This design comes from an exercise in tuning for small area and a short achievable clock period on the open sky130 flow, not from production work.
At most, simulation tests tie the RTL to the original design; equivalence was not proved.
For runs 3 to 6, only the layout was checked, not whether the RTL still works.
Power figures rest on the tool's default switching activity, not on a simulated workload.

File: config.mk
export PLATFORM = sky130hd
export DESIGN_NAME = RISCuva0
export DESIGN_NICKNAME = RISCuva0
export VERILOG_FILES = /design/flow/design.v
export SDC_FILE = /design/flow/constraint.sdc
export NUM_CORES = 4
export LEC_CHECK = 0
export CAP_MARGIN = 20
export CORE_MARGIN = 2
export CORE_UTILIZATION = 50
export CTS_BUF_LIST = sky130_fd_sc_hd__clkbuf_8
export CTS_CLUSTER_DIAMETER = 50
export CTS_CLUSTER_SIZE = 16
export SETUP_SLACK_MARGIN = 2.3
export SLEW_MARGIN = 20
export SYNTH_HIERARCHICAL = 1
export SYNTH_MINIMUM_KEEP_SIZE = 0
File: constraint.sdc
create_clock -name core_clock -period 7.0 [get_ports {clk}]
set_input_delay 1.4000 -clock core_clock [delete_from_list [all_inputs] [get_ports {clk}]]
set_output_delay 1.4000 -clock core_clock [all_outputs]
set_load 0.01 [all_outputs]
File: design.v
`timescale 1ns / 1ps
module RISCuva0 ( clk, reset,
                  progAddress, progData, progReset,
                  dataIn, dataOut,
                  portAddress, portRead, portWrite,
                  intReq, intAck );
    input        clk, reset;
    output [9:0] progAddress;
    input [13:0] progData;
    output       progReset;
    input  [7:0] dataIn;
    output [7:0] dataOut;
    output [7:0] portAddress;
    output       portRead;
    output       portWrite;
    input        intReq;
    output       intAck;
    wire [1:0] opA = progData[13:12];
    wire [1:0] opB = progData[11:10];
    wire [1:0] opC = progData[9:8];
    wire [3:0] rM  = progData[7:4];
    wire [3:0] rN  = progData[3:0];
    wire [9:0] immAddr = progData[9:0];
    wire [7:0] immData = progData[11:4];
    wire MISC = (opA == 2'b00);
    wire JP   = (opA == 2'b01);
    wire LOAD = (opA == 2'b10);
    wire ALU  = (opA == 2'b11);
    wire rets    = MISC & (opB == 2'b10);
    wire onRet   = rets & ~opC[1];               
    wire isRETI  = rets & (opC == 2'b01);
    wire isDI    = rets & (opC == 2'b10);
    wire isEI    = rets & (opC == 2'b11);
    wire isCALL  = MISC & (opB == 2'b00);
    wire writeRF = opA[1];                       
    logic [7:0]  rf [0:15];
    logic [11:0] stackMem [0:15];
    logic [3:0]  SP;
    logic [9:0]  PC;
    logic [7:0]  lastPort;      
    logic        zeroFlag, carryFlag;
    logic        userEI, intAckR, callingIRQ;
    wire [7:0] nextPort = lastPort + 8'd1;
    wire [7:0] otherPort = (opC == 2'b01) ? nextPort : {3'b111, progData[8:4]};
    wire [15:0] selN = 16'd1 << rN;
    wire [15:0] selM = 16'd1 << rM;
    wire [7:0] busN, busM;
    RISCuva0_read16 readN (.sel(selN), .d0(rf[0]), .d1(rf[1]), .d2(rf[2]), .d3(rf[3]),
        .d4(rf[4]), .d5(rf[5]), .d6(rf[6]), .d7(rf[7]), .d8(rf[8]), .d9(rf[9]),
        .d10(rf[10]), .d11(rf[11]), .d12(rf[12]), .d13(rf[13]), .d14(rf[14]), .d15(rf[15]), .q(busN));
    RISCuva0_read16p readM (.sel(selM), .d0(rf[0]), .d1(rf[1]), .d2(rf[2]), .d3(rf[3]),
        .d4(rf[4]), .d5(rf[5]), .d6(rf[6]), .d7(rf[7]), .d8(rf[8]), .d9(rf[9]),
        .d10(rf[10]), .d11(rf[11]), .d12(rf[12]), .d13(rf[13]), .d14(rf[14]), .d15(rf[15]), .q(busM),
        .pass(opC == 2'b00), .other(otherPort), .qp(portAddress));
    assign portRead  = ALU & (opB == 2'b11);
    assign portWrite = MISC & (opB == 2'b11);
    assign dataOut   = busN;
    assign intAck = intAckR;
    logic [7:0] logicALU;
    logic       logicCarry;
    always_comb
        case (opC)
            2'b00: begin logicALU = busM;           logicCarry = carryFlag; end
            2'b01: begin logicALU = busN ~^ busM;   logicCarry = carryFlag; end
            2'b10: begin logicALU = busN | busM;    logicCarry = 1'b0;      end
            default: begin logicALU = busN & busM;  logicCarry = 1'b1;      end
        endcase
    wire       isSub = opC[1];
    wire [7:0] altM  = isSub ? ~busM : busM;
    wire       cin   = opC[0] ? (isSub ? ~carryFlag : carryFlag) : isSub;
    wire [7:0] hx = busN ^ altM;
    wire [7:0] ho = busN | altM;
    wire [7:0] g0 = busN & altM;
    wire [7:0] p0 = hx;
    wire [7:0] g1, p1, g2, p2, g3, p3;
    assign g1[0] = g0[0];              assign p1[0] = p0[0];
    assign g1[7:1] = g0[7:1] | (p0[7:1] & g0[6:0]);
    assign p1[7:1] = p0[7:1] & p0[6:0];
    assign g2[1:0] = g1[1:0];          assign p2[1:0] = p1[1:0];
    assign g2[7:2] = g1[7:2] | (p1[7:2] & g1[5:0]);
    assign p2[7:2] = p1[7:2] & p1[5:0];
    assign g3[3:0] = g2[3:0];          assign p3[3:0] = p2[3:0];
    assign g3[7:4] = g2[7:4] | (p2[7:4] & g2[3:0]);
    assign p3[7:4] = p2[7:4] & p2[3:0];
    wire [8:1] c = g3 | (p3 & {8{cin}});
    wire [7:0] arithALU   = hx ^ {c[7:1], cin};
    wire       arithCarry = isSub ? ~c[8] : c[8];
    wire       arithZero = ~(hx[0] ^ cin) & ((hx[7:1] ^ ho[6:0]) == 7'b0);
    logic [7:0] shiftALU;
    logic       shiftCarry;
    always_comb
        case (opC)
            2'b00: {shiftALU, shiftCarry} = {busN[7], busN};
            2'b01: {shiftALU, shiftCarry} = {carryFlag, busN};
            2'b10: {shiftALU, shiftCarry} = {busN[0], busN};
            default: {shiftALU, shiftCarry} = {busN[6:0], busN[7], busN[7]};
        endcase
    logic [7:0] otherRes;
    always_comb
        case ({opA[0], opB})
            3'b100:  otherRes = logicALU;
            3'b110:  otherRes = shiftALU;
            3'b111:  otherRes = dataIn;
            default: otherRes = immData;
        endcase
    wire       isArith  = opA[0] & (opB == 2'b01);
    wire [7:0] dataBus  = isArith ? arithALU  : otherRes;
    wire       dataZero = isArith ? arithZero : (otherRes == 8'h00);
    always @(posedge clk)
        for (int i = 0; i < 16; i++)
            if (reset && i < 2)
                rf[i] <= (i == 1) ? 8'd1 : 8'd0;
            else if (~reset && writeRF && rN == i)
                rf[i] <= dataBus;
    always @(posedge clk)
        if (reset)
            lastPort <= 8'hFF;
        else if (portRead | portWrite)
            lastPort <= portAddress;
    wire mayIRQ   = ~(rets | portWrite | portRead);
    wire validIRQ = intReq & ~intAckR & userEI & mayIRQ;
    always @(posedge clk) begin
        if (reset)     userEI <= 1'b0;
        else if (isDI) userEI <= 1'b0;
        else if (isEI) userEI <= 1'b1;
        if (reset)         intAckR <= 1'b0;
        else if (validIRQ) intAckR <= 1'b1;
        else if (isRETI)   intAckR <= 1'b0;
        if (reset) callingIRQ <= 1'b0;
        else       callingIRQ <= validIRQ;
    end
    wire [3:0]  SPp1     = SP + 4'd1;
    wire [11:0] stackTop;
    wire [15:0] selS = 16'd1 << SP;
    RISCuva0_read16 #(12) readS (.sel(selS), .d0(stackMem[0]), .d1(stackMem[1]), .d2(stackMem[2]),
        .d3(stackMem[3]), .d4(stackMem[4]), .d5(stackMem[5]), .d6(stackMem[6]), .d7(stackMem[7]),
        .d8(stackMem[8]), .d9(stackMem[9]), .d10(stackMem[10]), .d11(stackMem[11]),
        .d12(stackMem[12]), .d13(stackMem[13]), .d14(stackMem[14]), .d15(stackMem[15]), .q(stackTop));
    always @(posedge clk)
        if (isRETI)
            {carryFlag, zeroFlag} <= stackTop[11:10];
        else begin
            if (writeRF)
                zeroFlag <= dataZero;
            if (ALU & (opB != 2'b11))
                carryFlag <= (opB == 2'b00) ? logicCarry :
                             (opB == 2'b10) ? shiftCarry : arithCarry;
        end
    logic validFlag;
    always_comb
        case (opB)
            2'b00: validFlag =  zeroFlag;
            2'b01: validFlag = ~zeroFlag;
            2'b10: validFlag =  carryFlag;
            default: validFlag = ~carryFlag;
        endcase
    wire       onJump = (MISC & ~opB[1]) | (JP & validFlag);
    wire [9:0] incrPC = callingIRQ ? PC : PC + 10'd1;
    wire [9:0] nextPC;
    RISCuva0_pcmux pcmux (.jump(onJump), .ret(onRet),
        .target({immAddr[9:1], immAddr[0] | callingIRQ}), .retAddr(stackTop[9:0]),
        .incr(incrPC), .q(nextPC));
    always @(posedge clk)
        if (reset) PC <= 10'd0;
        else       PC <= nextPC;
    assign progAddress = nextPC;
    assign progReset   = reset | validIRQ;
    always @(posedge clk)
        if (reset)       SP <= 4'd15;
        else if (isCALL) SP <= SPp1;
        else if (onRet)  SP <= SP - 4'd1;
    always @(posedge clk)
        if (isCALL)
            stackMem[SPp1] <= {carryFlag, zeroFlag, incrPC};
endmodule
module RISCuva0_read16 #(parameter W = 8) (
    input  [15:0]  sel,
    input  [W-1:0] d0, d1, d2, d3, d4, d5, d6, d7, d8, d9, d10, d11, d12, d13, d14, d15,
    output [W-1:0] q);
    assign q = ({W{sel[0]}}  & d0)  | ({W{sel[1]}}  & d1)  | ({W{sel[2]}}  & d2)  | ({W{sel[3]}}  & d3)
             | ({W{sel[4]}}  & d4)  | ({W{sel[5]}}  & d5)  | ({W{sel[6]}}  & d6)  | ({W{sel[7]}}  & d7)
             | ({W{sel[8]}}  & d8)  | ({W{sel[9]}}  & d9)  | ({W{sel[10]}} & d10) | ({W{sel[11]}} & d11)
             | ({W{sel[12]}} & d12) | ({W{sel[13]}} & d13) | ({W{sel[14]}} & d14) | ({W{sel[15]}} & d15);
endmodule
module RISCuva0_read16p (
    input  [15:0] sel,
    input  [7:0]  d0, d1, d2, d3, d4, d5, d6, d7, d8, d9, d10, d11, d12, d13, d14, d15,
    input         pass,
    input  [7:0]  other,
    output [7:0]  q,
    output [7:0]  qp);
    assign q = ({8{sel[0]}}  & d0)  | ({8{sel[1]}}  & d1)  | ({8{sel[2]}}  & d2)  | ({8{sel[3]}}  & d3)
             | ({8{sel[4]}}  & d4)  | ({8{sel[5]}}  & d5)  | ({8{sel[6]}}  & d6)  | ({8{sel[7]}}  & d7)
             | ({8{sel[8]}}  & d8)  | ({8{sel[9]}}  & d9)  | ({8{sel[10]}} & d10) | ({8{sel[11]}} & d11)
             | ({8{sel[12]}} & d12) | ({8{sel[13]}} & d13) | ({8{sel[14]}} & d14) | ({8{sel[15]}} & d15);
    assign qp = pass ? q : other;
endmodule
module RISCuva0_pcmux (
    input        jump, ret,
    input  [9:0] target, retAddr, incr,
    output [9:0] q);
    assign q = jump ? target : ret ? retAddr : incr;
endmodule
File: flow/run.sh
#!/bin/bash
# The standard layout with two changes: plain buf_2 cells as the port buffers
# (instead of the delay cells that buffer_ports picks by default), and clock
# tree synthesis without dummy loads at the clock tree's leaves. Each tool's
# output is in standard.log and orfs/logs/.
set -euo pipefail
bash standard.sh "SKIP_GATE_CLONING=1" \
  "BUFFER_PORTS_ARGS=-buffer_cell sky130_fd_sc_hd__buf_2" \
  "CTS_ARGS=-sink_clustering_enable -repair_clock_nets -buf_list sky130_fd_sc_hd__clkbuf_8 -sink_clustering_size 16 -sink_clustering_max_diameter 80 -dont_use_dummy_load" \
  finish > standard.log 2>&1
File: standard.sh
#!/bin/bash
# synth_recipe.tcl (not shown) runs the flow's synth.tcl, then flattens the netlist and writes it again
# the make line also repeats each setting of config.mk as NAME=value (left out here)
make -C /OpenROAD-flow-scripts/flow DESIGN_CONFIG=/design/flow/config.mk WORK_HOME=/design/flow/orfs CLKGATE_MAP_FILE= SYNTH_SCRIPT=/design/flow/synth_recipe.tcl "${@:-finish}"
==> flow_summary.json, run 1 <==
{
  "status": "no timing/DRC/antenna violations",
  "max_slew.worst_pin.slew_ps": 1029,
  "synth-seq-cells": 347,
  "grt_overflow": 0,
  "power.static_leakage_nw": 6.314,
  "top_cells_by_area_synth": "sky130_fd_sc_hd__edfxtp_1, sky130_fd_sc_hd__a22o_1, sky130_fd_sc_hd__a221oi_1, sky130_fd_sc_hd__dfxtp_1, sky130_fd_sc_hd__ha_1",
  "placed_cell_area_mm2": 0.01703,
  "fin_tns_setup_ps": 0,
  "cp_cell_sequence": "buf_6, nand2b_4, nor2_2, a22o_1, a221oi_2, nand4_1, buf_4, mux2_4, buf_2",
  "fp.coreArea_mm2": 0.03254,
  "totalWireLength_um": 45900,
  "regToRegEndpoint": "rf[5][2]",
  "grt_pass1_vias": 10505,
  "synth_cells": 1237,
  "hp-start": "userEI",
  "rows": 66,
  "regToRegSetupSlack_ps": 3320,
  "cts.clk_slew.worst_paths_ps": 110,
  "grt_antenna_before_repair": 1,
  "ys_dominant_reg_cell": "sky130_fd_sc_hd__edfxtp_1",
  "die_w_um": 185.9,
  "worst_r2r_path_depth": 13,
  "clock_sink_count": 347,
  "final_layout_size_suffix_gt1_share_pct": 23.04,
  "synth_area_leader_cell": "sky130_fd_sc_hd__edfxtp_1",
  "synth_cell_type_count": 67,
  "non_filler_cell_area_final_mm2": 0.01821,
  "worstPathRequired_ps": 5600,
  "max_root_sink_buffers": 3,
  "critical_path.slowest_cell": "sky130_fd_sc_hd__a221oi_2",
  "clock_tree.root_cell": "sky130_fd_sc_hd__clkbuf_8",
  "finalCriticalPeriod_ps": 4681,
  "power_density_normalized_to_cell_area_mw_per_mm2": 216.3,
  "hold_class": "reg2reg",
  "final_net_count": 1367,
  "routed_wire_length_per_instance_um": 26.36,
  "area.sequential_mm2": 0.01001,
  "io-pin-count": 55,
  "avg_vias_per_cell": 6.373,
  "grt_setup_unrepaired": "yes",
  "timing.critical_path.to_type": "primary output",
  "place.detailed.hpwl_um": 32070,
  "critPathMaxFanout": 10,
  "ir_worst_vdd_uv": 164.4,
  "vias": 11095,
  "synth_nets": 1304,
  "clock_buffer_count_from_cts": 26,
  "gr-usage-all-layers_pct": 26.34,
  "starting_density_of_the_core_pct": 50.83,
  "synth_common_cells": "sky130_fd_sc_hd__edfxtp_1, sky130_fd_sc_hd__a22o_1, sky130_fd_sc_hd__a221oi_1",
  "synth.yosys.seq_area_share_pct": 60.53,
  "worstSetupPathType": "in2out",
  "whs_path_depth": 2,
  "timing.final.setup_violations": 0,
  "global_route_wire_length_before_repair_um": 67060,
  "worst_clock_skew_ps": 88.40,
  "multiInputGateArea_mm2": 0.006246,
  "yosysMostFrequentCell": "sky130_fd_sc_hd__edfxtp_1",
  "cts_tree": "done",
  "finalNonFillerCells": 1741,
  "globalplace.congestion": 0.9345,
  "detailedRoute.firstIterationViolations": 942,
  "slew_headroom_pct": 31.18,
  "dr_pass1_iterations": 5,
  "crit_path_start_kind": "input pin",
  "netlist_area_mm2": 0.01654,
  "arrival_ps": 3280,
  "yosys_warnings": 9,
  "yosysTopAreaCellShare_pct": 55.56,
  "die_ar_mm2": 0.03455,
  "min_period_over_period_pct": 66.86,
  "chipHeight_um": 185.9,
  "final_count_of_hold_timing_violations": 0,
  "fillers": 2723,
  "final-max-slew-violation-count": 0,
  "drv.max_cap_violation_count": 0,
  "grt_start_max_net_pins": 44,
  "r2r_start": "rf[4][0]",
  "critPathMaxStageDelay_ps": 290,
  "holdPathEnd": "userEI",
  "clk-insertion-delay-late_ps": 600,
  "port-buffer-count": 54,
  "placedCellCount": 1672,
  "synth-edff-count": 306,
  "drcViolationCount": 0,
  "htreeDepth": 1,
  "area_growth_syn_to_layout_pct": 10.12,
  "fmaxAchievable_mhz": 213.7,
  "syn_avg_cell_area_um2": 13.37,
  "share_of_async_settable_or_async_resettable_flops_after_synthesis_pct": 0,
  "postRouteAntennaNets": 0
}
power breakdown:
group | switching, mW | internal, mW | total [mW]
combinational | 0.417 | 0.262 | 0.678
sequential | 0.0198 | 2.31 | 2.33
clock | 0.604 | 0.332 | 0.936
total | 1.04 | 2.90 | 3.94
flip-flops by register name, summed over array words and instances (netlist names), 4 cells and up:
| name | cells |
|---|---|
| PC | 10 |
| stackMem | 192 |
| rf | 128 |
| SP | 4 |
| lastPort | 8 |
final cells by class:
class | count | share of cell area (%)
Inverter | 48 | 0.9894
Sequential cell | 347 | 54.98
Clock buffer | 26 | 1.965
Multi-Input combinational cell | 753 | 34.30
Tap cell | 442 | 3.037
Timing Repair Buffer | 124 | 4.720
Antenna cell | 1 | 0.01374
worst max-delay path by stage:
stage / from / to / cells after the start
after floorplan: progData[7] / rf[0][7] / 17
after global placement: progData[5] / rf[5][6] / 15
after detailed placement: progData[5] / rf[3][6] / 14
after CTS: SP[0] / progAddress[2] / 9
after global routing: SP[0] / progAddress[9] / 9
final: progData[5] / portAddress[1] / 9
logic make-up after synthesis:
logic type / Yosys count / share of synthesized area, %
flip-flops: 347 / 60.53
AO/OA/AOI/OAI: 332 / 16.74
AND/OR/NAND/NOR: 298 / 9.314
buffers and inverters: 137 / 4.729
adder cells (fa/ha/maj): 42 / 3.223
multiplexers: 41 / 3.344
XOR/XNOR: 40 / 2.119
modules after synthesis (local to each module, per instance), a selection:
module            cells inside  area, um2  flops+latches  times used
RISCuva0_read16p            97      914.6              0           1
RISCuva0_pcmux              33      212.7              0           1
RISCuva0_read16             88      778.2              0           1
RISCuva0                   895      13580            347           1
worst max-delay path, delay by kind of cell:
family	cells	cell delay, ps
AOI/OAI and AO/OA	2	520
buffers and inverters	3	500
muxes	1	290
and+or+nand+nor	3	560
placed cells by master (no fill, tap or decap), types with 8 or more instances in the layout:
cell and count:
sky130_fd_sc_hd__nand4_1 30, sky130_fd_sc_hd__edfxtp_1 306, sky130_fd_sc_hd__dfxtp_1 39, sky130_fd_sc_hd__a221oi_2 45, sky130_fd_sc_hd__buf_2 51, sky130_fd_sc_hd__and2_2 9, sky130_fd_sc_hd__a221oi_1 66, sky130_fd_sc_hd__nor2_1 43
sky130_fd_sc_hd__mux2_4 9, sky130_fd_sc_hd__and2_1 8, sky130_fd_sc_hd__clkbuf_8 26, sky130_fd_sc_hd__inv_1 44, sky130_fd_sc_hd__nor3_1 9, sky130_fd_sc_hd__a21oi_1 15, sky130_fd_sc_hd__nor2b_1 27, sky130_fd_sc_hd__xor2_1 25
sky130_fd_sc_hd__a22o_1 111, sky130_fd_sc_hd__nor2_2 27, sky130_fd_sc_hd__nand2b_1 15, sky130_fd_sc_hd__nand3b_1 13, sky130_fd_sc_hd__nand2_1 55, sky130_fd_sc_hd__o21ai_0 31, sky130_fd_sc_hd__nand3_1 16, sky130_fd_sc_hd__xnor2_1 15
sky130_fd_sc_hd__a211o_1 10, sky130_fd_sc_hd__ha_1 39, sky130_fd_sc_hd__mux2i_1 22, sky130_fd_sc_hd__o21ai_1 13, sky130_fd_sc_hd__buf_4 65
through the flow:
step | util, % | hold slack (ps) | power [mW] | setup slack (ps)
6_report | 55.97 | 476.7 | 3.940 | 2319
5_1_grt | 55.97 | 493.9 | 4.077 | 2285
4_1_cts | 55.01 | 464.5 | 3.923 | 2182
3_5_place_dp | 52.35 | 449.7 | 2.964 | 1085
3_3_place_gp | 52.26 | 447.0 | 2.959 | 1024
2_1_floorplan | - | 436.6 | 2.767 | 2318
what timing repair did:
item / 4_1_cts / 5_1_grt
hold buffers: 0 / 0
resized for setup: 52 / 59
setup buffers: 33 / 9
pin swaps: 19 / 3
setup endpoints to repair: 146 / 112
metal layers:
layer,vias to the layer above,routed length (um),global-route usage (%),part of all wire (%)
met5,-,0,0,0
met4,0,1754,8.346,3.8
met3,96,2448,2.465,5.3
met2,423,23330,46.62,51
met1,5619,18370,34.19,40
li1,4957,-,-,-
==> run 2: changes to the inputs <==
--- a/flow/run.sh
+++ b/flow/run.sh
@@ -5,5 +5,5 @@
 # output is in standard.log and orfs/logs/.
 set -euo pipefail
-bash standard.sh "SKIP_GATE_CLONING=1" \
+bash standard.sh "SETUP_MOVE_SEQUENCE=unbuffer,sizeup,swap" \
   "BUFFER_PORTS_ARGS=-buffer_cell sky130_fd_sc_hd__buf_2" \
   "CTS_ARGS=-sink_clustering_enable -repair_clock_nets -buf_list sky130_fd_sc_hd__clkbuf_8 -sink_clustering_size 16 -sink_clustering_max_diameter 80 -dont_use_dummy_load" \
==> run 2 against run 1 <==
- still clean
- worst setup slack got worse by 90 ps
- die area is the same
- design area barely moved
- cell count decreased by 2.4%
- total power shrank 0.62%
- hold slack worse by 7.3 ps
- maximum frequency down 1.9%
- highest routed layer unchanged
==> flow_summary.json, run 2 <==
{
  "fin_tns_setup_ps": 0,
  "die_w_um": 185.9,
  "globalplace.congestion": 0.9345,
  "timing.final.setup_violations": 0,
  "yosys_warnings": 9,
  "synth.yosys.seq_area_share_pct": 60.53,
  "fp.coreArea_mm2": 0.03254,
  "io-pin-count": 55,
  "htreeDepth": 1,
  "final_layout_size_suffix_gt1_share_pct": 22.45,
  "drcViolationCount": 0,
  "chipHeight_um": 185.9,
  "ys_dominant_reg_cell": "sky130_fd_sc_hd__edfxtp_1",
  "cts_hold_repair.buffers": 0,
  "totalWireLength_um": 45380,
  "worstPathRequired_ps": 5600,
  "gr-usage-all-layers_pct": 26.20,
  "place.detailed.hpwl_um": 32070,
  "port-buffer-count": 54,
  "critPathMaxFanout": 10,
  "max_ffs_per_register": 192,
  "netlist_area_mm2": 0.01654,
  "postRouteAntennaNets": 0,
  "syn_avg_cell_area_um2": 13.37,
  "arrival_ps": 3370,
  "worst_clock_skew_ps": 80.21,
  "layout.cells.most_common_list": "sky130_fd_sc_hd__edfxtp_1, sky130_fd_sc_hd__a22o_1, sky130_fd_sc_hd__a221oi_2",
  "grt_setup_unrepaired": "yes",
  "dr_pass1_iterations": 5,
  "power.static_leakage_nw": 6.215,
  "avg_vias_per_cell": 6.351,
  "ir_worst_vdd_uv": 164.6,
  "synth_cell_type_count": 67,
  "detailedRoute.firstIterationViolations": 949,
  "die_ar_mm2": 0.03455,
  "final_net_count": 1325,
  "grt_antenna_before_repair": 1,
  "max_slew.worst_pin.slew_ps": 1119,
  "rows": 66,
  "synth-edff-count": 306,
  "final_count_of_hold_timing_violations": 0,
  "clock_sink_count": 347,
  "grt_pass1_vias": 10363,
  "final-max-slew-violation-count": 0,
  "synth_cells": 1237,
  "power_density_normalized_to_cell_area_mw_per_mm2": 214.9,
  "finalCriticalPeriod_ps": 4770,
  "cts_tree": "done",
  "hold_class": "reg2reg",
  "starting_density_of_the_core_pct": 50.83,
  "cts.clk_slew.worst_paths_ps": 100,
  "synth-seq-cells": 347,
  "largest_registers": "stackMem (192), rf (128), PC (10)",
  "top_cells_by_area_synth": "sky130_fd_sc_hd__edfxtp_1, sky130_fd_sc_hd__a22o_1, sky130_fd_sc_hd__a221oi_1, sky130_fd_sc_hd__dfxtp_1, sky130_fd_sc_hd__ha_1",
  "end_of_flow_core_utilization_pct": 56.00,
  "clock_tree.root_cell": "sky130_fd_sc_hd__clkbuf_8",
  "global_route_wire_length_before_repair_um": 66670,
  "status": "no timing/DRC/antenna violations",
  "synth_common_cells": "sky130_fd_sc_hd__edfxtp_1, sky130_fd_sc_hd__a22o_1, sky130_fd_sc_hd__a221oi_1",
  "yosysTopAreaCellShare_pct": 55.56,
  "clk-insertion-delay-late_ps": 600,
  "synth_area_leader_cell": "sky130_fd_sc_hd__edfxtp_1",
  "worstSetupPathType": "in2out",
  "max_root_sink_buffers": 3,
  "grt_overflow": 0,
  "cts_setup_buffers": 0,
  "crit_path_start_kind": "input pin",
  "clock_buffer_count_from_cts": 26,
  "most_flops_register": "stackMem",
  "min_period_over_period_pct": 68.15,
  "share_of_async_settable_or_async_resettable_flops_after_synthesis_pct": 0,
  "routed_wire_length_per_instance_um": 26.71,
  "area_growth_syn_to_layout_pct": 10.17,
  "vias": 10791,
  "timing.critical_path.to_type": "primary output",
  "synth_nets": 1304,
  "drv.max_cap_violation_count": 0,
  "slew_headroom_pct": 25.11,
  "grt_start_max_net_pins": 44,
  "final_common_cell": "sky130_fd_sc_hd__edfxtp_1",
  "yosysMostFrequentCell": "sky130_fd_sc_hd__edfxtp_1",
  "fmaxAchievable_mhz": 209.6
}
run 2: final timing paths:
kind | to | start | slack (ps) | cells after the start
min reg2reg | userEI | userEI | 470 | 2
max reg2reg | rf[1][7] | rf[5][0] | 3270 | 11
min | userEI | userEI | 470 | 2
max | portAddress[0] | progData[5] | 2230 | 8
run 2: repair_timing:
action	4_1_cts	5_1_grt
setup endpoints to repair	146	125
gates resized for setup	101	82
pin swaps	18	25
run 2: per-layer routing:
layer / GRT usage (%) / share of wire, % / vias to the layer above
met5: 0 / 0 / -
met4: 8.346 / 3.6 / 0
met3: 2.602 / 4.9 / 90
met2: 46.02 / 51 / 340
met1: 34.22 / 41 / 5475
li1: - / - / 4886
run 2: power by group:
part	internal, mW	total [mW]	leakage [nW]	switching [mW]
Sequential	2.31	2.33	3.10	0.0200
Combinational	0.239	0.651	2.93	0.412
Clock	0.332	0.939	0.187	0.607
run 2: per-module statistics from Yosys, one instance, submodules excluded, excerpt:
| module | cells | area [um2] | flops+latches | times used |
|---|---|---|---|---|
| RISCuva0_read16p | 97 | 914.6 | 0 | 1 |
| RISCuva0_read16 | 88 | 778.2 | 0 | 1 |
| RISCuva0 | 895 | 13580 | 347 | 1 |
| RISCuva0_pcmux | 33 | 212.7 | 0 | 1 |
run 2: area by class of cell:
type / instances / area [um2]
Fill cell: 2687 / 14320
Timing Repair Buffer: 82 / 605.6
Sequential cell: 347 / 10010
Tap cell: 442 / 553.0
Clock buffer: 26 / 357.8
Antenna cell: 1 / 2.502
Inverter: 48 / 180.2
Multi-Input combinational cell: 753 / 6509
run 2: logic make-up (layout without fill, tap and decap cells):
logic type	after synthesis	in the layout	share of synthesized area (%)
xor+xnor	40	40	2.119
mux	41	41	3.344
flops	347	347	60.53
buf+inv	137	156	4.729
compound gates	332	332	16.74
other cells	0	1	0
fa+ha+maj	42	42	3.223
simple gates	298	298	9.314
run 2: worst max-delay path, stage by stage:
cell and delay, ps:
sky130_fd_sc_hd__buf_12 110, sky130_fd_sc_hd__nand2b_4 190, sky130_fd_sc_hd__nor2_4 90, sky130_fd_sc_hd__a22o_1 220, sky130_fd_sc_hd__a221oi_2 270, sky130_fd_sc_hd__nand4_1 470
sky130_fd_sc_hd__mux2_4 460, sky130_fd_sc_hd__buf_6 130
run 2: metrics by stage:
step | area [um2] | power, mW | instances | hold WS (ps) | worst slack [ps]
finish | 18220 | 3.915 | 1699 | 469.4 | 2230
global route | 18220 | 4.053 | 1699 | 493.9 | 2171
CTS | 17850 | 3.895 | 1698 | 464.5 | 2240
detailed placement | 17030 | 2.964 | 1672 | 449.7 | 1085
global placement | 17010 | 2.959 | 1671 | 447.0 | 1024
floorplan | 16600 | 2.767 | 1237 | 436.6 | 2318
==> run 3: changes to the inputs <==
--- a/design.v
+++ b/design.v
@@ -43,14 +43,20 @@
     wire [7:0] nextPort = lastPort + 8'd1;
     wire [7:0] otherPort = (opC == 2'b01) ? nextPort : {3'b111, progData[8:4]};
-    wire [15:0] selN = 16'd1 << rN;
-    wire [15:0] selM = 16'd1 << rM;
+    wire [15:0] selNlo, selNhi, selMlo, selMhi;
+    RISCuva0_dec16 decNlo (.a(rN), .y(selNlo));
+    RISCuva0_dec16 decNhi (.a(rN), .y(selNhi));
+    RISCuva0_dec16 decMlo (.a(rM), .y(selMlo));
+    RISCuva0_dec16 decMhi (.a(rM), .y(selMhi));
     wire [7:0] busN, busM;
-    RISCuva0_read16 readN (.sel(selN), .d0(rf[0]), .d1(rf[1]), .d2(rf[2]), .d3(rf[3]),
-        .d4(rf[4]), .d5(rf[5]), .d6(rf[6]), .d7(rf[7]), .d8(rf[8]), .d9(rf[9]),
-        .d10(rf[10]), .d11(rf[11]), .d12(rf[12]), .d13(rf[13]), .d14(rf[14]), .d15(rf[15]), .q(busN));
-    RISCuva0_read16p readM (.sel(selM), .d0(rf[0]), .d1(rf[1]), .d2(rf[2]), .d3(rf[3]),
-        .d4(rf[4]), .d5(rf[5]), .d6(rf[6]), .d7(rf[7]), .d8(rf[8]), .d9(rf[9]),
-        .d10(rf[10]), .d11(rf[11]), .d12(rf[12]), .d13(rf[13]), .d14(rf[14]), .d15(rf[15]), .q(busM),
-        .pass(opC == 2'b00), .other(otherPort), .qp(portAddress));
+    RISCuva0_read16 #(4) readNlo (.sel(selNlo), .d0(rf[0][3:0]), .d1(rf[1][3:0]), .d2(rf[2][3:0]), .d3(rf[3][3:0]), .d4(rf[4][3:0]), .d5(rf[5][3:0]), .d6(rf[6][3:0]), .d7(rf[7][3:0]), .d8(rf[8][3:0]), .d9(rf[9][3:0]), .d10(rf[10][3:0]), .d11(rf[11][3:0]), .d12(rf[12][3:0]), .d13(rf[13][3:0]), .d14(rf[14][3:0]), .d15(rf[15][3:0]),
+        .q(busN[3:0]));
+    RISCuva0_read16 #(4) readNhi (.sel(selNhi), .d0(rf[0][7:4]), .d1(rf[1][7:4]), .d2(rf[2][7:4]), .d3(rf[3][7:4]), .d4(rf[4][7:4]), .d5(rf[5][7:4]), .d6(rf[6][7:4]), .d7(rf[7][7:4]), .d8(rf[8][7:4]), .d9(rf[9][7:4]), .d10(rf[10][7:4]), .d11(rf[11][7:4]), .d12(rf[12][7:4]), .d13(rf[13][7:4]), .d14(rf[14][7:4]), .d15(rf[15][7:4]),
+        .q(busN[7:4]));
+    RISCuva0_read16p #(4) readMlo (.sel(selMlo), .d0(rf[0][3:0]), .d1(rf[1][3:0]), .d2(rf[2][3:0]), .d3(rf[3][3:0]), .d4(rf[4][3:0]), .d5(rf[5][3:0]), .d6(rf[6][3:0]), .d7(rf[7][3:0]), .d8(rf[8][3:0]), .d9(rf[9][3:0]), .d10(rf[10][3:0]), .d11(rf[11][3:0]), .d12(rf[12][3:0]), .d13(rf[13][3:0]), .d14(rf[14][3:0]), .d15(rf[15][3:0]),
+        .pass(opC == 2'b00), .other(otherPort[3:0]), .qp(portAddress[3:0]),
+        .q(busM[3:0]));
+    RISCuva0_read16p #(4) readMhi (.sel(selMhi), .d0(rf[0][7:4]), .d1(rf[1][7:4]), .d2(rf[2][7:4]), .d3(rf[3][7:4]), .d4(rf[4][7:4]), .d5(rf[5][7:4]), .d6(rf[6][7:4]), .d7(rf[7][7:4]), .d8(rf[8][7:4]), .d9(rf[9][7:4]), .d10(rf[10][7:4]), .d11(rf[11][7:4]), .d12(rf[12][7:4]), .d13(rf[13][7:4]), .d14(rf[14][7:4]), .d15(rf[15][7:4]),
+        .pass(opC == 2'b00), .other(otherPort[7:4]), .qp(portAddress[7:4]),
+        .q(busM[7:4]));
     assign portRead  = ALU & (opB == 2'b11);
     assign portWrite = MISC & (opB == 2'b11);
@@ -183,15 +189,15 @@
              | ({W{sel[12]}} & d12) | ({W{sel[13]}} & d13) | ({W{sel[14]}} & d14) | ({W{sel[15]}} & d15);
 endmodule
-module RISCuva0_read16p (
-    input  [15:0] sel,
-    input  [7:0]  d0, d1, d2, d3, d4, d5, d6, d7, d8, d9, d10, d11, d12, d13, d14, d15,
-    input         pass,
-    input  [7:0]  other,
-    output [7:0]  q,
-    output [7:0]  qp);
-    assign q = ({8{sel[0]}}  & d0)  | ({8{sel[1]}}  & d1)  | ({8{sel[2]}}  & d2)  | ({8{sel[3]}}  & d3)
-             | ({8{sel[4]}}  & d4)  | ({8{sel[5]}}  & d5)  | ({8{sel[6]}}  & d6)  | ({8{sel[7]}}  & d7)
-             | ({8{sel[8]}}  & d8)  | ({8{sel[9]}}  & d9)  | ({8{sel[10]}} & d10) | ({8{sel[11]}} & d11)
-             | ({8{sel[12]}} & d12) | ({8{sel[13]}} & d13) | ({8{sel[14]}} & d14) | ({8{sel[15]}} & d15);
+module RISCuva0_read16p #(parameter W = 8) (
+    input  [15:0]  sel,
+    input  [W-1:0] d0, d1, d2, d3, d4, d5, d6, d7, d8, d9, d10, d11, d12, d13, d14, d15,
+    input          pass,
+    input  [W-1:0] other,
+    output [W-1:0] q,
+    output [W-1:0] qp);
+    assign q = ({W{sel[0]}}  & d0)  | ({W{sel[1]}}  & d1)  | ({W{sel[2]}}  & d2)  | ({W{sel[3]}}  & d3)
+             | ({W{sel[4]}}  & d4)  | ({W{sel[5]}}  & d5)  | ({W{sel[6]}}  & d6)  | ({W{sel[7]}}  & d7)
+             | ({W{sel[8]}}  & d8)  | ({W{sel[9]}}  & d9)  | ({W{sel[10]}} & d10) | ({W{sel[11]}} & d11)
+             | ({W{sel[12]}} & d12) | ({W{sel[13]}} & d13) | ({W{sel[14]}} & d14) | ({W{sel[15]}} & d15);
     assign qp = pass ? q : other;
 endmodule
@@ -202,2 +208,7 @@
     assign q = jump ? target : ret ? retAddr : incr;
 endmodule
+module RISCuva0_dec16 (
+    input  [3:0]  a,
+    output [15:0] y);
+    assign y = 16'd1 << a;
+endmodule
--- a/flow/run.sh
+++ b/flow/run.sh
@@ -5,5 +5,5 @@
 # output is in standard.log and orfs/logs/.
 set -euo pipefail
-bash standard.sh "SETUP_MOVE_SEQUENCE=unbuffer,sizeup,swap" \
+bash standard.sh \
   "BUFFER_PORTS_ARGS=-buffer_cell sky130_fd_sc_hd__buf_2" \
   "CTS_ARGS=-sink_clustering_enable -repair_clock_nets -buf_list sky130_fd_sc_hd__clkbuf_8 -sink_clustering_size 16 -sink_clustering_max_diameter 80 -dont_use_dummy_load" \
==> run 3 against run 2 <==
- sequential power is essentially flat
- utilization fell by 1.0 points
- first-iteration DRC count is 13% higher
- clock skew decreased by 45 ps
- non-clock buffer count up 25
- sequential share of layout area is 0.76 points lower
- critical path type unchanged
- critical endpoint unchanged
- largest power group unchanged
==> flow_summary.json, run 3 <==
{
  "port-buffer-count": 54,
  "starting_density_of_the_core_pct": 50.83,
  "top_cells_by_area_synth": "sky130_fd_sc_hd__edfxtp_1, sky130_fd_sc_hd__a22o_1, sky130_fd_sc_hd__a221oi_1, sky130_fd_sc_hd__dfxtp_1, sky130_fd_sc_hd__ha_1",
  "power_density_normalized_to_cell_area_mw_per_mm2": 212.5,
  "final_net_count": 1372,
  "finalCriticalPeriod_ps": 4610,
  "ys_dominant_reg_cell": "sky130_fd_sc_hd__edfxtp_1",
  "totalWireLength_um": 47200,
  "routed_wire_length_per_instance_um": 26.95,
  "die_ar_mm2": 0.03567,
  "final-max-slew-violation-count": 0,
  "drv.max_cap_violation_count": 0,
  "area_growth_syn_to_layout_pct": 8.128,
  "clock_buffer_count_from_cts": 26,
  "synth_area_leader_cell": "sky130_fd_sc_hd__edfxtp_1",
  "worstSetupPathType": "in2out",
  "postRouteAntennaNets": 0,
  "die_w_um": 188.9,
  "yosysTopAreaCellShare_pct": 53.77,
  "worstPathRequired_ps": 5600,
  "non_filler_cell_area_final_mm2": 0.01848,
  "netlist_area_mm2": 0.01709,
  "min_period_over_period_pct": 65.85,
  "share_of_async_settable_or_async_resettable_flops_after_synthesis_pct": 0,
  "arrival_ps": 3210,
  "synth.yosys.seq_area_share_pct": 58.58,
  "synth_nets": 1299,
  "grt_overflow": 0,
  "status": "no timing/DRC/antenna violations",
  "final_count_of_hold_timing_violations": 0,
  "critical_path.slowest_cell": "sky130_fd_sc_hd__a221oi_1",
  "chipHeight_um": 188.9,
  "hold_class": "reg2reg",
  "synth-seq-cells": 347,
  "synth_cell_type_count": 71,
  "place.detailed.hpwl_um": 32900,
  "placed_cell_area_mm2": 0.01769,
  "cts_hold_repair.buffers": 0,
  "max_ffs_per_register": 192,
  "htreeDepth": 1,
  "ir_worst_vdd_uv": 165.1,
  "cts_tree": "done",
  "critPathMaxStageDelay_ps": 310,
  "end_of_flow_core_utilization_pct": 54.96,
  "avg_vias_per_cell": 6.500,
  "cp_num_buf_inv": 3,
  "synth_common_cells": "sky130_fd_sc_hd__edfxtp_1, sky130_fd_sc_hd__a22o_1, sky130_fd_sc_hd__a221oi_1",
  "fin_tns_setup_ps": 0,
  "grt_setup_unrepaired": "no",
  "final_common_cell": "sky130_fd_sc_hd__edfxtp_1",
  "critPathMaxFanout": 35,
  "globalplace.congestion": 0.9135,
  "final_layout_size_suffix_gt1_share_pct": 18.34,
  "synth-edff-count": 306,
  "synth_cells": 1232,
  "drcViolationCount": 0,
  "fp.coreArea_mm2": 0.03362,
  "slew_headroom_pct": 30.08,
  "max_slew.worst_pin.slew_ps": 1045,
  "grt_pass1_vias": 11381,
  "grt_start_max_net_pins": 41,
  "io-pin-count": 55,
  "grt_antenna_before_repair": 0,
  "yosysMostFrequentCell": "sky130_fd_sc_hd__edfxtp_1",
  "crit_family": "buffers and inverters",
  "power.static_leakage_nw": 6.413,
  "timing.final.setup_violations": 0,
  "global_route_wire_length_before_repair_um": 70840,
  "crit_path_start_kind": "input pin",
  "dr_pass1_iterations": 5,
  "clock_tree.root_cell": "sky130_fd_sc_hd__clkbuf_8",
  "worst_clock_skew_ps": 35.62,
  "detailedRoute.firstIterationViolations": 1071,
  "max_root_sink_buffers": 3,
  "cp_cell_sequence": "buf_12, and4b_1, a22o_1, a221oi_1, nand4_1, buf_4, mux2_2, buf_2",
  "most_flops_register": "stackMem",
  "largest_registers": "stackMem (192), rf (128), PC (10)",
  "yosys_warnings": 9,
  "clk-insertion-delay-late_ps": 610,
  "timing.critical_path.to_type": "primary output",
  "layout.cells.most_common_list": "sky130_fd_sc_hd__edfxtp_1, sky130_fd_sc_hd__a22o_1, sky130_fd_sc_hd__a221oi_1",
  "rows": 67,
  "fmaxAchievable_mhz": 216.9,
  "gr-usage-all-layers_pct": 26.52,
  "antenna_cells": 0,
  "clock_sink_count": 347,
  "vias": 11381,
  "cts.clk_slew.worst_paths_ps": 100,
  "syn_avg_cell_area_um2": 13.87
}
[run 3: per-layer routing]
metal | GRT usage (%) | vias to the layer above | part of all wire, %
li1 | - | 5119 | -
met5 | 0 | - | 0
met3 | 2.873 | 102 | 5.0
met1 | 32.11 | 5737 | 38
met4 | 9.766 | 0 | 4.2
met2 | 48.78 | 423 | 53
[run 3: layout make-up]
class,instances,area [um2]
clock buffers,26,357.8
multi-input cells,774,6586
inverters,49,187.7
well taps,448,560.5
fillers,2843,15140
repair buffers,107,772.0
flip-flops and latches,347,10010
[run 3: worst register-to-register path: cells and delay by family (launching register included)]
kind                     cells  cell delay [ps]
buffers and inverters        4              560
multiplexers                 1              120
XOR/XNOR                     1              160
flip-flops                   1              470
AO/OA/AOI/OAI                5             1270
adder cells (fa/ha/maj)      1              380
AND/OR/NAND/NOR              2              350
[run 3: final timing paths]
kind	start	endpoint	slack [ps]	cells past startpoint
min	userEI	userEI	470	2
min reg2reg	userEI	userEI	470	2
max	progData[5]	portAddress[0]	2390	8
max reg2reg	rf[2][2]	rf[5][5]	3390	14
[run 3: cells by family after synthesis]
logic type	synth area share, %
muxes	2.922
DFF	58.58
adders and majority gates	3.119
xor gates and xnor gates	1.999
buffers and inverters	3.712
AOI/OAI and AO/OA	16.42
and+or+nand+nor	13.25
[run 3: power breakdown]
| part | internal (mW) | total [mW] | switching [mW] |
|---|---|---|---|
| Clock | 0.332 | 0.944 | 0.612 |
| Combinational | 0.244 | 0.657 | 0.413 |
| Sequential | 2.31 | 2.33 | 0.0193 |
| Total | 2.88 | 3.93 | 1.05 |
[run 3: repair_timing]
| action | CTS | global route |
|---|---|---|
| endpoints found under the setup margin | 156 | 106 |
| buffers inserted | 22 | 3 |
| pin swaps | 12 | 3 |
| gates resized for setup | 32 | 32 |
[run 3: through the flow]
step / power [mW] / setup slack [ps] / instances / hold WS [ps]
5_1_grt: 4.086 / 2300 / 1751 / 499.5
3_5_place_dp: 2.991 / 953.1 / 1700 / 459.6
2_1_floorplan: 2.785 / 2511 / 1232 / 436.3
3_3_place_gp: 2.984 / 973.2 / 1699 / 445.6
4_1_cts: 3.944 / 2164 / 1748 / 474.5
6_report: 3.927 / 2390 / 1751 / 469.2
[run 3: modules after synthesis, one instance, submodules excluded, excerpt]
| module | times used | cells | area, um2 | flip-flops and latches |
|---|---|---|---|---|
| RISCuva0 | 1 | 843 | 13320 | 347 |
| RISCuva0_dec16 | 4 | 20 | 276.5 | 0 |
| RISCuva0_pcmux | 1 | 33 | 212.7 | 0 |
==> run 4: changes to the inputs <==
--- a/config.mk
+++ b/config.mk
@@ -12,5 +12,5 @@
 export CTS_CLUSTER_DIAMETER = 50
 export CTS_CLUSTER_SIZE = 16
-export SETUP_SLACK_MARGIN = 2.3
+export SETUP_SLACK_MARGIN = 2.5
 export SLEW_MARGIN = 20
 export SYNTH_HIERARCHICAL = 1
==> run 4 against run 3 <==
- total power up 1.2%
- design area up 3.1%
- die area unchanged
- clock power about the same
- critical path depth down 1
- highest routed layer unchanged
- area after synthesis unchanged
- sequential share of layout area down 1.6 points
- first-iteration DRC count down 7.4%
- largest cell class unchanged
- still clean on timing, DRC and antenna
- synthesized cell count unchanged
- global-route usage up 0.38 points
- via count up 1.9%
==> flow_summary.json, run 4 <==
{
  "clock_buffer_count_from_cts": 26,
  "synth-seq-cells": 347,
  "post_synth_and_or_nand_nor_area_fraction_pct": 13.25,
  "synth.yosys.seq_area_share_pct": 58.58,
  "grt_antenna_before_repair": 0,
  "synth_common_cells": "sky130_fd_sc_hd__edfxtp_1, sky130_fd_sc_hd__a22o_1, sky130_fd_sc_hd__a221oi_1",
  "non_filler_cell_area_final_mm2": 0.01906,
  "cts.clk_slew.worst_paths_ps": 100,
  "die_w_um": 188.9,
  "r2r_start": "rf[2][2]",
  "crit_path_start_kind": "input pin",
  "cts_hold_repair.buffers": 0,
  "synth_cells": 1232,
  "slew_headroom_pct": 27.75,
  "placed_cell_area_mm2": 0.01769,
  "switching_share_pct": 26.68,
  "htreeDepth": 1,
  "totalWireLength_um": 49020,
  "worstPathRequired_ps": 5600,
  "final_count_of_hold_timing_violations": 0,
  "cts_tree": "done",
  "yosysMostFrequentCell": "sky130_fd_sc_hd__edfxtp_1",
  "synth_compound_gate_area_share_pct": 16.42,
  "fin_tns_setup_ps": 0,
  "starting_density_of_the_core_pct": 50.83,
  "min_period_over_period_pct": 64.10,
  "regToRegEndpoint": "rf[5][5]",
  "place.detailed.hpwl_um": 32900,
  "fp.coreArea_mm2": 0.03362,
  "end_of_flow_core_utilization_pct": 56.69,
  "routed_wire_length_per_instance_um": 27.57,
  "fmaxAchievable_mhz": 222.9,
  "avg_vias_per_cell": 6.520,
  "global_route_wire_length_before_repair_um": 71620,
  "ir_worst_vdd_uv": 166.0,
  "yosys_warnings": 9,
  "final_common_cell": "sky130_fd_sc_hd__edfxtp_1",
  "antenna_cells": 0,
  "main_combinational_cell_family_by_area_after_synthesis": "compound AO/OA/AOI/OAI gates",
  "comb_power_share_pct": 17.7,
  "hp-start": "userEI",
  "arrival_ps": 3090,
  "max_slew.worst_pin.slew_ps": 1080,
  "synth_xor_xnor_area_share_pct": 1.999,
  "most_flops_register": "stackMem",
  "layout.cells.most_common_list": "sky130_fd_sc_hd__edfxtp_1, sky130_fd_sc_hd__a22o_1, sky130_fd_sc_hd__buf_4",
  "die_ar_mm2": 0.03567,
  "yosys.area_share.adder_pct": 3.119,
  "rows": 67,
  "gr-usage-all-layers_pct": 26.90,
  "postRouteAntennaNets": 0,
  "status": "no timing/DRC/antenna violations",
  "fillers": 2809,
  "netlist_area_mm2": 0.01709,
  "final_layout_size_suffix_gt1_share_pct": 23.08,
  "power.clock.fraction_pct": 23.8,
  "drcViolationCount": 0,
  "io-pin-count": 55,
  "share_of_async_settable_or_async_resettable_flops_after_synthesis_pct": 0,
  "drv.max_cap_violation_count": 0,
  "total_power_mw": 3.973,
  "synth-edff-count": 306,
  "chipHeight_um": 188.9,
  "vias": 11592,
  "seq_power_share_pct": 58.6,
  "critPathMaxFanout": 40,
  "synthMuxAreaShare_pct": 2.922,
  "power_switching_mw": 1.060,
  "clock_sink_count": 347,
  "globalplace.congestion": 0.9135,
  "detailedRoute.firstIterationViolations": 992,
  "cell_internal_pwr_mw": 2.913,
  "worstSetupPathType": "in2out",
  "yosysTopAreaCellShare_pct": 53.77,
  "whs_path_depth": 2,
  "holdPathEnd": "userEI",
  "top_cells_by_area_synth": "sky130_fd_sc_hd__edfxtp_1, sky130_fd_sc_hd__a22o_1, sky130_fd_sc_hd__a221oi_1, sky130_fd_sc_hd__dfxtp_1, sky130_fd_sc_hd__ha_1",
  "worst_r2r_path_depth": 13,
  "max_root_sink_buffers": 3,
  "area_growth_syn_to_layout_pct": 11.52,
  "finalCriticalPeriod_ps": 4487,
  "ys_dominant_reg_cell": "sky130_fd_sc_hd__edfxtp_1",
  "hold_class": "reg2reg",
  "grt_pass1_vias": 11504,
  "timing.final.setup_violations": 0,
  "grt_setup_unrepaired": "yes",
  "clk-insertion-delay-late_ps": 610,
  "power.static_leakage_nw": 6.682,
  "worst_clock_skew_ps": 34.34,
  "max_ffs_per_register": 192,
  "grt_overflow": 0,
  "regToRegSetupSlack_ps": 3410,
  "timing.critical_path.to_type": "primary output",
  "grt_start_max_net_pins": 41,
  "synth_cell_type_count": 71,
  "syn_avg_cell_area_um2": 13.87,
  "largest_registers": "stackMem (192), rf (128), PC (10)",
  "synth_nets": 1299,
  "port-buffer-count": 54,
  "power_density_normalized_to_cell_area_mw_per_mm2": 208.5,
  "synth_area_leader_cell": "sky130_fd_sc_hd__edfxtp_1",
  "dr_pass1_iterations": 5,
  "final_net_count": 1399,
  "final-max-slew-violation-count": 0,
  "clock_tree.root_cell": "sky130_fd_sc_hd__clkbuf_8"
}
==> run 4: worst max-delay path by stage <==
stage / slack, ps / from / end
2_1_floorplan: 2510 / progData[6] / rf[10][7]
3_3_place_gp: 970 / progData[5] / rf[3][7]
3_5_place_dp: 950 / progData[5] / rf[3][7]
4_1_cts: 2370 / progData[4] / portAddress[0]
5_1_grt: 2440 / SP[0] / progAddress[2]
6_report: 2510 / progData[2] / dataOut[1]
==> run 4: power groups by stage <==
stage / Sequential [mW] / Combinational [mW] / Clock (mW)
6_report: 2.33 / 0.703 / 0.944
2_1_floorplan: 2.36 / 0.420 / 0
3_5_place_dp: 2.37 / 0.618 / 0
5_1_grt: 2.33 / 0.758 / 1.04
4_1_cts: 2.33 / 0.666 / 0.972
3_3_place_gp: 2.37 / 0.611 / 0
==> run 4: critical path: stages <==
cell,delay (ps)
sky130_fd_sc_hd__clkbuf_8,310
sky130_fd_sc_hd__and4b_1,290
sky130_fd_sc_hd__a22o_1,220
sky130_fd_sc_hd__a221oi_1,340
sky130_fd_sc_hd__nand4_1,170
sky130_fd_sc_hd__buf_4,190
sky130_fd_sc_hd__buf_2,130
==> run 4: through the flow <==
step	worst slack, ps	std cells	hold slack [ps]
3_3_place_gp	973.2	1699	445.6
2_1_floorplan	2511	1232	436.3
4_1_cts	2370	1753	474.5
6_report	2513	1778	471.8
3_5_place_dp	953.1	1700	459.6
5_1_grt	2442	1778	499.5
==> run 4: cell families after synthesis <==
logic type,after synthesis
flops,347
compound gates,336
simple gates,319
buf+inv,111
fa+ha+maj,42
xor+xnor,39
mux,38
==> run 4: cell type report <==
| type | instances | area (um2) | area share, % |
|---|---|---|---|
| well taps | 448 | 560.5 | 2.942 |
| flip-flops and latches | 347 | 10010 | 52.55 |
| multi-input cells | 774 | 6819 | 35.78 |
| inverters | 49 | 190.2 | 0.9980 |
| repair buffers | 134 | 1114 | 5.844 |
| clock buffers | 26 | 357.8 | 1.878 |
==> run 4: metal layers <==
layer	share of wire [%]	track usage (%)
met2	52	49.19
met3	5.2	3.040
met5	0	0
met4	5.1	11.06
met1	38	32.26
==> run 4: repair_timing <==
item	in CTS	in global routing
hold endpoints to repair	0	0
resized for setup	89	47
endpoints found under the setup margin	156	119
setup buffers	26	22
pin swaps	18	14
gates cloned	1	3
==> run 4: modules after synthesis, one instance, submodules excluded, a selection <==
module,area [um2],cells
RISCuva0_dec16,276.5,20
RISCuva0,13320,843
RISCuva0_pcmux,212.7,33
==> run 5: changes to the inputs <==
--- a/config.mk
+++ b/config.mk
@@ -12,5 +12,5 @@
 export CTS_CLUSTER_DIAMETER = 50
 export CTS_CLUSTER_SIZE = 16
-export SETUP_SLACK_MARGIN = 2.5
+export SETUP_SLACK_MARGIN = 2.7
 export SLEW_MARGIN = 20
 export SYNTH_HIERARCHICAL = 1
==> run 5 against run 4 <==
- still clean on timing, DRC and antenna
- total power increased by 2.7%
- synthesized cell count unchanged
- register-to-register slack improved by 190 ps
- utilization increased by 4.1 points
- hold slack got worse by 2.0 ps
- area after synthesis unchanged
- critical path type unchanged
- critical endpoint is now portAddress[0]
==> flow_summary.json, run 5 <==
{
  "critPathMaxFanout": 8,
  "seq_power_share_pct": 57.0,
  "slew_headroom_pct": 17.45,
  "ys_dominant_reg_cell": "sky130_fd_sc_hd__edfxtp_1",
  "gr-usage-all-layers_pct": 28.51,
  "timing.final.setup_violations": 0,
  "switching_share_pct": 27.20,
  "cp_cell_sequence": "buf_16, and4bb_2, a22o_1, a221oi_2, nand4_1, buf_4, mux2_4, buf_6",
  "top_cells_by_area_synth": "sky130_fd_sc_hd__edfxtp_1, sky130_fd_sc_hd__a22o_1, sky130_fd_sc_hd__a221oi_1, sky130_fd_sc_hd__dfxtp_1, sky130_fd_sc_hd__ha_1",
  "final_common_cell": "sky130_fd_sc_hd__edfxtp_1",
  "fmaxAchievable_mhz": 223.5,
  "share_of_async_settable_or_async_resettable_flops_after_synthesis_pct": 0,
  "fillers": 2594,
  "power.static_leakage_nw": 7.214,
  "power.clock.fraction_pct": 23.2,
  "rows": 67,
  "grt_pass1_vias": 11897,
  "chipHeight_um": 188.9,
  "synth_cells": 1232,
  "final-max-slew-violation-count": 0,
  "min_period_over_period_pct": 63.92,
  "htreeDepth": 1,
  "cts.clk_slew.worst_paths_ps": 100,
  "synth_common_cells": "sky130_fd_sc_hd__edfxtp_1, sky130_fd_sc_hd__a22o_1, sky130_fd_sc_hd__a221oi_1",
  "clock_buffer_count_from_cts": 25,
  "synth_nets": 1299,
  "fp.coreArea_mm2": 0.03362,
  "io-pin-count": 55,
  "arrival_ps": 3070,
  "worst_clock_skew_ps": 38.14,
  "synth_cell_type_count": 71,
  "critPathMaxStageDelay_ps": 280,
  "timing.critical_path.to_type": "primary output",
  "clk-insertion-delay-late_ps": 610,
  "cts_tree": "done",
  "syn_avg_cell_area_um2": 13.87,
  "cell_internal_pwr_mw": 2.970,
  "yosys_warnings": 9,
  "die_ar_mm2": 0.03567,
  "drv.max_cap_violation_count": 0,
  "area_growth_syn_to_layout_pct": 19.54,
  "postRouteAntennaNets": 0,
  "clock_tree.root_cell": "sky130_fd_sc_hd__clkbuf_8",
  "power_switching_mw": 1.110,
  "yosysMostFrequentCell": "sky130_fd_sc_hd__edfxtp_1",
  "grt_start_max_net_pins": 41,
  "worstSetupPathType": "in2out",
  "port-buffer-count": 54,
  "final_net_count": 1457,
  "worstPathRequired_ps": 5600,
  "finalCriticalPeriod_ps": 4474,
  "most_flops_register": "stackMem",
  "hold_class": "reg2reg",
  "netlist_area_mm2": 0.01709,
  "layout.cells.most_common_list": "sky130_fd_sc_hd__edfxtp_1, sky130_fd_sc_hd__a22o_1, sky130_fd_sc_hd__buf_4",
  "vias": 12203,
  "avg_vias_per_cell": 6.643,
  "drcViolationCount": 0,
  "starting_density_of_the_core_pct": 50.83,
  "crit_family": "compound AO/OA/AOI/OAI gates",
  "cp_num_buf_inv": 3,
  "totalWireLength_um": 52520,
  "largest_registers": "stackMem (192), rf (128), PC (10)",
  "die_w_um": 188.9,
  "routed_wire_length_per_instance_um": 28.59,
  "ir_worst_vdd_uv": 161.2,
  "grt_antenna_before_repair": 0,
  "cts_hold_repair.buffers": 0,
  "crit_path_start_kind": "input pin",
  "final_count_of_hold_timing_violations": 0,
  "globalplace.congestion": 0.9803,
  "clock_sink_count": 347,
  "post-place-ws_ps": 1197,
  "synth-seq-cells": 347,
  "grt_setup_unrepaired": "yes",
  "synth_area_leader_cell": "sky130_fd_sc_hd__edfxtp_1",
  "grt_overflow": 0,
  "max_root_sink_buffers": 3,
  "place.detailed.hpwl_um": 32770,
  "finalWorstSetupSlack_ps": 2526,
  "synth-edff-count": 306,
  "fin_tns_setup_ps": 0,
  "max_slew.worst_pin.slew_ps": 1234,
  "comb_power_share_pct": 19.8,
  "status": "no timing/DRC/antenna violations",
  "dr_pass1_iterations": 6,
  "synth.yosys.seq_area_share_pct": 58.58,
  "global_route_wire_length_before_repair_um": 75670,
  "power_density_normalized_to_cell_area_mw_per_mm2": 199.7,
  "max_ffs_per_register": 192,
  "final_layout_size_suffix_gt1_share_pct": 30.62,
  "yosysTopAreaCellShare_pct": 53.77,
  "critical_path.slowest_cell": "sky130_fd_sc_hd__mux2_4",
  "detailedRoute.firstIterationViolations": 1354,
  "total_power_mw": 4.080
}
-- run 5: changes by cell type in the layout (fill, tap and decap cells not counted), moves of 6 or more --
cell,change
sky130_fd_sc_hd__ha_4,+6
sky130_fd_sc_hd__a221oi_2,+10
sky130_fd_sc_hd__a221oi_4,+9
sky130_fd_sc_hd__buf_4,+37
sky130_fd_sc_hd__o21ai_2,+7
sky130_fd_sc_hd__buf_16,+9
sky130_fd_sc_hd__and4bb_4,+7
sky130_fd_sc_hd__a221oi_1,-19
sky130_fd_sc_hd__mux2i_4,+6
sky130_fd_sc_hd__and4bb_1,-6
sky130_fd_sc_hd__buf_12,+10
sky130_fd_sc_hd__ha_1,-9
sky130_fd_sc_hd__mux2i_1,-6
-- run 5: worst paths after layout --
| kind | slack [ps] | depth (start not counted) | from | to |
|---|---|---|---|---|
| max | 2530 | 8 | progData[6] | portAddress[0] |
| min | 470 | 2 | userEI | userEI |
| max reg2reg | 3600 | 14 | rf[5][1] | rf[13][7] |
| min reg2reg | 470 | 2 | userEI | userEI |
-- run 5: routing by layer --
layer	track usage, %	vias up	wire, um
met5	0	-	0
met4	13.82	0	3202
met3	3.670	191	3073
met2	51.71	592	26760
met1	33.40	6091	19490
li1	-	5329	-
-- run 5: worst min-delay path, cell delays in order (launching register included) --
cell	delay, ps
sky130_fd_sc_hd__dfxtp_1	320
sky130_fd_sc_hd__nand2_1	60
sky130_fd_sc_hd__a21oi_1	60
-- run 5: repair_timing --
action                                  CTS  global route
cloned                                   14             6
buffers inserted                         70            22
endpoints found under the setup margin  157           118
pin swaps                                46            32
gates resized for setup                 195            66
-- run 5: Yosys stat by module, one instance, submodules excluded, a selection --
| module | times used | flip-flops and latches | cells inside | area (um2) |
|---|---|---|---|---|
| RISCuva0 | 1 | 347 | 843 | 13320 |
| RISCuva0_dec16 | 4 | 0 | 20 | 276.5 |
| RISCuva0_pcmux | 1 | 0 | 33 | 212.7 |
-- run 5: metrics by stage --
| step | util [%] | area (um2) | hold slack [ps] | cells |
|---|---|---|---|---|
| floorplan | - | 17150 | 436.3 | 1232 |
| global placement | 52.65 | 17700 | 444.5 | 1697 |
| detailed placement | 52.66 | 17700 | 454.1 | 1697 |
| finish | 60.76 | 20430 | 469.8 | 1837 |
| CTS | 58.78 | 19760 | 469.8 | 1806 |
| global route | 60.75 | 20420 | 512.1 | 1836 |
-- run 5: layout make-up --
type	count	area, um2	share of cell area, %
clock buffers	25	344.1	1.685
well taps	448	560.5	2.744
flip-flops and latches	347	10020	49.08
inverters	49	192.7	0.9433
multi-input cells	778	7373	36.10
diodes	1	2.502	0.01225
repair buffers	189	1928	9.440
-- run 5: cells by family (layout without fill, tap and decap cells) --
| logic type | count (synthesis) | count (layout) | synth area share, % |
|---|---|---|---|
| other cells | 0 | 1 | 0 |
| simple gates | 319 | 323 | 13.25 |
| mux | 38 | 38 | 2.922 |
| compound gates | 336 | 336 | 16.42 |
| flops | 347 | 347 | 58.58 |
| xor+xnor | 39 | 39 | 1.999 |
| fa+ha+maj | 42 | 42 | 3.119 |
| buf+inv | 111 | 263 | 3.712 |
-- run 5: power by group through the flow --
| stage | clock [mW] | combinational, mW | sequential [mW] |
|---|---|---|---|
| 5_1_grt | 1.03 | 0.860 | 2.33 |
| 4_1_cts | 0.963 | 0.745 | 2.33 |
| 3_3_place_gp | 0 | 0.610 | 2.37 |
| 2_1_floorplan | 0 | 0.428 | 2.36 |
| 6_report | 0.946 | 0.807 | 2.33 |
| 3_5_place_dp | 0 | 0.616 | 2.37 |
==> run 6: changes to the inputs <==
--- a/flow/run.sh
+++ b/flow/run.sh
@@ -7,4 +7,4 @@
 bash standard.sh \
   "BUFFER_PORTS_ARGS=-buffer_cell sky130_fd_sc_hd__buf_2" \
-  "CTS_ARGS=-sink_clustering_enable -repair_clock_nets -buf_list sky130_fd_sc_hd__clkbuf_8 -sink_clustering_size 16 -sink_clustering_max_diameter 80 -dont_use_dummy_load" \
+  "CTS_ARGS=-sink_clustering_enable -repair_clock_nets -buf_list sky130_fd_sc_hd__clkbuf_8 -sink_clustering_size 16 -sink_clustering_max_diameter 50 -dont_use_dummy_load" \
   finish > standard.log 2>&1
--- a/config.mk
+++ b/config.mk
@@ -12,5 +12,5 @@
 export CTS_CLUSTER_DIAMETER = 50
 export CTS_CLUSTER_SIZE = 16
-export SETUP_SLACK_MARGIN = 2.7
+export SETUP_SLACK_MARGIN = 2.3
 export SLEW_MARGIN = 20
 export SYNTH_HIERARCHICAL = 1
==> run 6 against run 5 <==
- still clean on timing, DRC and antenna
- hold slack got worse by 2.5 ps
- sequential cell count did not move
- utilization fell by 5.5 points
- wire length fell by 10%
- highest routed layer unchanged
==> flow_summary.json, run 6 <==
{
  "status": "no timing/DRC/antenna violations",
  "hold-worst-slack_ps": 467.3,
  "final_count_of_hold_timing_violations": 0,
  "postRouteAntennaNets": 0,
  "yosysMostFrequentCell": "sky130_fd_sc_hd__edfxtp_1",
  "power.static_leakage_nw": 6.471,
  "final_layout_size_suffix_gt1_share_pct": 18.54,
  "worst_r2r_path_depth": 12,
  "final_common_cell": "sky130_fd_sc_hd__edfxtp_1",
  "synth_area_leader_cell": "sky130_fd_sc_hd__edfxtp_1",
  "crit_path_start": "progData[3]",
  "synth_cells": 1232,
  "grt_pass1_vias": 11495,
  "whs_path_depth": 2,
  "min_period_over_period_pct": 66.33,
  "synth_cell_type_count": 71,
  "synth_nets": 1299,
  "chipHeight_um": 188.9,
  "globalplace.congestion": 0.9135,
  "totalWireLength_um": 47220,
  "final-max-slew-violation-count": 0,
  "cts_tree": "done",
  "cts.clk_slew.worst_paths_ps": 70,
  "hold_class": "reg2reg",
  "timing.final.setup_violations": 0,
  "most_flops_register": "stackMem",
  "grt_start_max_net_pins": 41,
  "power_density_normalized_to_cell_area_mw_per_mm2": 219.5,
  "detailedRoute.firstIterationViolations": 1077,
  "worstPathRequired_ps": 5600,
  "crit_path_start_kind": "input pin",
  "clk-insertion-delay-late_ps": 560,
  "antenna_cells": 0,
  "die_ar_mm2": 0.03567,
  "cp_num_buf_inv": 3,
  "max_root_sink_buffers": 3,
  "port-buffer-count": 54,
  "fmaxAchievable_mhz": 215.4,
  "gr-usage-all-layers_pct": 26.58,
  "area_growth_syn_to_layout_pct": 8.743,
  "clock_tree.root_cell": "sky130_fd_sc_hd__clkbuf_8",
  "rows": 67,
  "worst_clock_skew_ps": 54.57,
  "htreeDepth": 2,
  "yosys_warnings": 9,
  "die_w_um": 188.9,
  "regToRegSetupSlack_ps": 3450,
  "placedCellCount": 1700,
  "grt_setup_unrepaired": "no",
  "clock_buffer_count_from_cts": 36,
  "drcViolationCount": 0,
  "finalCriticalPeriod_ps": 4643,
  "multiInputGateArea_mm2": 0.006566,
  "crit_family": "buffers and inverters",
  "fp.coreArea_mm2": 0.03362,
  "critical_path.slowest_cell": "sky130_fd_sc_hd__a221oi_1",
  "max_ffs_per_register": 192,
  "syn_avg_cell_area_um2": 13.87,
  "ys_dominant_reg_cell": "sky130_fd_sc_hd__edfxtp_1",
  "starting_density_of_the_core_pct": 50.83,
  "share_of_async_settable_or_async_resettable_flops_after_synthesis_pct": 0,
  "cp_cell_sequence": "buf_6, and4bb_1, a22o_1, a221oi_1, nand4_1, buf_4, buf_2",
  "top_cells_by_area_synth": "sky130_fd_sc_hd__edfxtp_1, sky130_fd_sc_hd__a22o_1, sky130_fd_sc_hd__a221oi_1, sky130_fd_sc_hd__dfxtp_1, sky130_fd_sc_hd__ha_1",
  "routed_wire_length_per_instance_um": 26.84,
  "place.detailed.hpwl_um": 32900,
  "synth.yosys.seq_area_share_pct": 58.58,
  "synth-edff-count": 306,
  "grt_antenna_before_repair": 0,
  "synth_common_cells": "sky130_fd_sc_hd__edfxtp_1, sky130_fd_sc_hd__a22o_1, sky130_fd_sc_hd__a221oi_1",
  "drv.max_cap_violation_count": 0,
  "crit_path_end": "dataOut[1]"
}
==> run 6: cell counts after synthesis <==
No cell type changed its count.
==> run 6: cell families after synthesis <==
group                      Yosys count  synth area share (%)
and+or+nand+nor                    319                 13.25
muxes                               38                 2.922
AOI/OAI and AO/OA                  336                 16.42
buffers and inverters              111                 3.712
xor gates and xnor gates            39                 1.999
DFF                                347                 58.58
adders and majority gates           42                 3.119
==> run 6: stage by stage <==
stage	utilization, %	worst slack [ps]	cell area [um2]	power (mW)
after floorplan	-	2511	17090	2.785
after global placement	52.58	973.2	17680	2.984
after detailed placement	52.62	953.1	17690	2.991
after CTS	54.89	2190	18450	4.095
after global routing	55.28	2309	18580	4.242
final	55.28	2357	18580	4.079
==> run 6: cell type report <==
type                       count  share of cell area, %
tap                          448                  3.017
inverter                      49                  1.010
clock buffer                  36                  2.666
sequential                   347                  53.88
multi-input combinational    774                  35.34
timing repair buffer         105                  4.087
==> run 6: layer usage <==
metal / vias to the layer above / GRT usage, %
met1: 5706 / 31.73
met4: 0 / 10.85
met5: - / 0
met2: 454 / 48.64
li1: 5148 / -
met3: 130 / 3.244
==> run 6: worst reg2reg max path, cell delays in order, from the launching register on <==
cell                       delay (ps)
sky130_fd_sc_hd__edfxtp_1         450
sky130_fd_sc_hd__a22o_1           270
sky130_fd_sc_hd__a221oi_1         250
sky130_fd_sc_hd__nand4_1          250
sky130_fd_sc_hd__buf_4            220
sky130_fd_sc_hd__xor2_1           180
sky130_fd_sc_hd__inv_1             60
sky130_fd_sc_hd__ha_1             390
sky130_fd_sc_hd__and4_1           210
sky130_fd_sc_hd__a21boi_1         130
sky130_fd_sc_hd__or3_1            360
sky130_fd_sc_hd__a31oi_2          280
sky130_fd_sc_hd__inv_2            170
==> run 6: repair_timing <==
item	CTS	global route
pin swaps	11	4
buffers inserted	19	4
resized for setup	33	28
endpoints found under the setup margin	156	89
==> run 6: worst min-delay path by stage <==
stage	start	endpoint	slack [ps]
4_1_cts	userEI	userEI	470
3_3_place_gp	userEI	userEI	450
2_1_floorplan	userEI	userEI	440
3_5_place_dp	userEI	userEI	460
5_1_grt	userEI	userEI	490
6_report	userEI	userEI	470
==> run 6: where the power goes <==
part / internal, mW / switching, mW / leakage (nW)
clock network: 0.459 / 0.641 / 0.259
logic: 0.242 / 0.411 / 3.11
registers: 2.31 / 0.0193 / 3.10
==> run 6: modules after synthesis, one instance, submodules excluded, a selection <==
module	cells	flops+latches
RISCuva0	843	347
RISCuva0_dec16	20	0
RISCuva0_pcmux	33	0

## port drivers added, routing unchanged
In the flow no input, the clock included, has a driving cell. The finished layouts below were timed again as built, in two steps.
Step 1, drivers: a clkbuf_16 drives clk and a buf_2 each remaining input, both assumed.
Step 2 times the ports against the registers' clock, not the clock port: input delays grow and output delays shrink by t, the midpoint of the rising clock arrivals with the driver on.
Slacks: no drivers / after step 1 / after step 2; pairs: no drivers / after step 1.
run	t (ns)	setup WS [ns]
run 1	0.609	2.319 / 2.283 / 1.809
run 2	0.609	2.230 / 2.167 / 1.832
run 3	0.639	2.390 / 2.324 / 1.862
run 4	0.644	2.513 / 2.307 / 1.846
run 5	0.639	2.526 / 2.175 / 1.846
run 6	0.578	2.357 / 2.316 / 1.903
After both steps setup and hold are still met in every run listed.
